Source: an optimization exercise on an open RTL-to-GDS flow (aim: small area and a short achievable clock period). Production flows keep margins and buffers that such runs may drop. In this exercise RTL edits were held to simulation tests only and were not proved equivalent to the original. Power is estimated from default activity; no workload was simulated.

Setup of run 1:
==> flow/design.v (excerpt) <==
module CPU (
    input clk,
    input reset,
    input [18:0] instruction,
    input [15:0] data_in,
    output reg [15:0] data_out,
    output [15:0] address,
    output reg mem_read,
    output reg mem_write
);
    localparam N1 = 2;
    localparam N2 = 6;
    localparam K1 = 2 * N1;
    localparam K2 = 2 * N2;
    reg [15:0] registers [0:15];
    wire [3:0] opcode = instruction[18:15];
    wire [3:0] rs = instruction[14:11];
    wire [3:0] rt = instruction[10:7];
    wire [3:0] rd = instruction[6:3];
    wire [11:0] addr = instruction[14:3];
    wire op_load  = opcode == 4'b1010;
    wire op_store = opcode == 4'b1011;
    wire op_call  = opcode == 4'b1111;
    wire [15:0] ra = registers[rs];
    wire [15:0] rb = registers[rt];
    wire [17:0] rb3 = {2'b0, rb} + {1'b0, rb, 1'b0};
    wire [15:0] rem1 [0:N1];
    wire [K1-1:0] q1;
    assign rem1[0] = 16'b0;
    genvar j;
    generate
        for (j = 1; j <= N1; j = j + 1) begin : s1
            CPU_div4 #(.W(2*j)) st (.rin(rem1[j-1]), .abits(ra[17-2*j:16-2*j]), .b(rb), .b3(rb3),
                .q(q1[K1-2*j+1:K1-2*j]), .rout(rem1[j]));
        end
    endgenerate
    reg [15:0] A2, B2;
    reg [K1-1:0] r2, q2;
    reg [3:0] op2;
    wire [17:0] B3_2 = {2'b0, B2} + {1'b0, B2, 1'b0};
    wire [15:0] rem2 [N1:N2];
    wire [K2-K1-1:0] qm;
    assign rem2[N1] = {{(16-K1){1'b0}}, r2};
    generate
        for (j = N1 + 1; j <= N2; j = j + 1) begin : s2
  ...
For scale: roughly 71 I/O pins.
==> flow/config.mk <==
export PLATFORM = sky130hd
export DESIGN_NAME = CPU
export DESIGN_NICKNAME = CPU
export VERILOG_FILES = /design/flow/design.v
export SDC_FILE = /design/flow/constraint.sdc
export NUM_CORES = 4
export LEC_CHECK = 0
export CAP_MARGIN = 20
export CORE_MARGIN = 2
export CORE_UTILIZATION = 40
export SLEW_MARGIN = 20
==> flow/constraint.sdc <==
create_clock -name core_clock -period 28.0 [get_ports {clk}]
set_input_delay 5.6000 -clock core_clock [delete_from_list [all_inputs] [get_ports {clk}]]
set_output_delay 5.6000 -clock core_clock [all_outputs]
set_load 0.01 [all_outputs]
standard.sh (not shown) runs the stock make flow with config.mk's settings and CLKGATE_MAP_FILE= SYNTH_SCRIPT=/design/flow/synth_recipe.tcl, a recipe that flattens the netlist after the stock synthesis.
==> flow/flow/run.sh <==
#!/bin/bash
# Standard ORFS flow (the standard.sh) with faster port buffers and a
# setup-repair margin, so that repair_timing works towards a shorter period
# than the design's clock. The constraints (SDC) are the design's, unchanged.
set -euo pipefail
export BUFFER_PORTS_ARGS="-buffer_cell sky130_fd_sc_hd__buf_4"
export SETUP_SLACK_MARGIN=17.5
export MATCH_CELL_FOOTPRINT=0
bash standard.sh > standard.log 2>&1
Run 1 closes out successfully: all stages finished, all timing, DRC and antenna checks passed.
## Diff of input files: run 2 against run 1
# run 1
export LEC_CHECK = 0
export CAP_MARGIN = 20
export CORE_MARGIN = 2
export CORE_UTILIZATION = 40
export SLEW_MARGIN = 20
create_clock -name core_clock -period 28.0 [get_ports {clk}]
# run 2
export LEC_CHECK = 0
export ABC_AREA = 1
export CAP_MARGIN = 20
export CORE_MARGIN = 2
export CORE_UTILIZATION = 40
export SLEW_MARGIN = 20
create_clock -name core_clock -period 28.0 [get_ports {clk}]
--- a/flow/flow/run.sh
+++ b/flow/flow/run.sh
@@ -7 +7 @@
-export SETUP_SLACK_MARGIN=17.5
+export SETUP_SLACK_MARGIN=18.5
Notes after the runs:
In run 2 the setup slack turned out 780 ps higher than in run 1.
Between run 2 and run 1, it is run 2 whose multi-input gate count is higher, by 34%.
[compare] base=run 1 new=run 2: internal power contribution now smaller, proportion of cell area occupied by multi-input gates -3.0 points.
Leading cell type in the layout, fill and taps excluded = ha_1: run 1; leading cell type in the layout, fill and taps excluded = nand2_1: run 2
Input changes introduced in run 3 (baseline for comparison: run 2):
# run 2
export LEC_CHECK = 0
export ABC_AREA = 1
export CAP_MARGIN = 20
export CORE_MARGIN = 2
export CORE_UTILIZATION = 40
export SLEW_MARGIN = 20
create_clock -name core_clock -period 28.0 [get_ports {clk}]
# run 3
export LEC_CHECK = 0
export CAP_MARGIN = 20
export CORE_MARGIN = 2
export CORE_UTILIZATION = 40
export SLEW_MARGIN = 20
create_clock -name core_clock -period 28.0 [get_ports {clk}]
Results
Of the two values seen for slowest cell on the critical path, dfxtp_2 was produced by run 2 and fa_2 by run 3.
Against run 2, run 3 comes in 1.7 points higher on utilization.
Looking only at initial antenna violation count, and setting everything else aside, the higher value of run 2 and run 3 goes to run 2.
Highest routed metal layer = met4: run 2; highest routed metal layer = met5: run 3
Wire length after detailed routing in run 3 vs run 2: down 6.2%
Changes observed in run 3 relative to run 2: share of total power in combinational logic increased by 4.2 points relative to the old numbers; filler cell count in the final layout lost 8.6%; cell count along the critical path has decreased.
Setup changes, run 3 to run 4
# run 3
export LEC_CHECK = 0
export CAP_MARGIN = 20
export CORE_MARGIN = 2
export CORE_UTILIZATION = 40
export SLEW_MARGIN = 20
create_clock -name core_clock -period 28.0 [get_ports {clk}]
# run 4
export LEC_CHECK = 0
export ABC_AREA = 1
export CAP_MARGIN = 20
export CORE_MARGIN = 2
export CORE_UTILIZATION = 55
export SLEW_MARGIN = 20
create_clock -name core_clock -period 28.0 [get_ports {clk}]
--- a/flow/flow/run.sh
+++ b/flow/flow/run.sh
@@ -7 +7 @@
-export SETUP_SLACK_MARGIN=18.5
+export SETUP_SLACK_MARGIN=18
## What came out
- Worst setup timing slack at the placement stage: run 4 > run 3
- Diff run 3 -> run 4: core region area saw a decrease, slack of the critical path saw an increase.
- In the flow results for run 4 and run 3, the period utilization is larger on run 3.
- Clock buffer count from CTS: run 4 vs run 3 up 2
- Re count of clock-buffer cells in the layout: run 4 is 9 up on run 3.
- The slew at the pin closest to its max-slew limit of run 4 is lower than that of run 3.
- [run 4 vs run 3] sum of internal, switching and leakage power: lower in run 4
- Core utilization: run 4 vs run 3 up 15 points
- Run 3 has a higher share of final-layout standard cells stronger than drive strength 1 than run 4.
- Comparing the two runs side by side, run 4 comes out behind run 3 on post-synth design cell area.

==> what the ideal ports hide <==
The results above use ideal ports. As a check the final layouts listed here were re-extracted and re-timed, cells and wires unchanged. Step 1, drivers: a clkbuf_16 drives clk and a buf_2 each remaining input, both assumed. Step 2 also shifts input and output timing later by t, the mid clock arrival at the registers, as if the neighbouring blocks saw the same clock. Slacks: no drivers / after step 1 / after step 2; pairs: no drivers / after step 1.
run	shift t [ns]	slack for setup (ns)	latest minus earliest clock arrival (ns)	slew at the worst register clock pin (ns)	pins driven straight from the clock port
run 1	0.631	16.671 / 16.619 / 17.107	0.027 / 0.027	0.07 / 0.07	1
run 2	0.646	17.454 / 17.396 / 18.042	0.040 / 0.040	0.07 / 0.07	1
run 3	0.640	16.625 / 16.569 / 17.209	0.026 / 0.026	0.07 / 0.07	1
run 4	0.652	17.313 / 17.249 / 17.603	0.034 / 0.034	0.08 / 0.08	1
After both steps setup and hold are still met in every run listed.
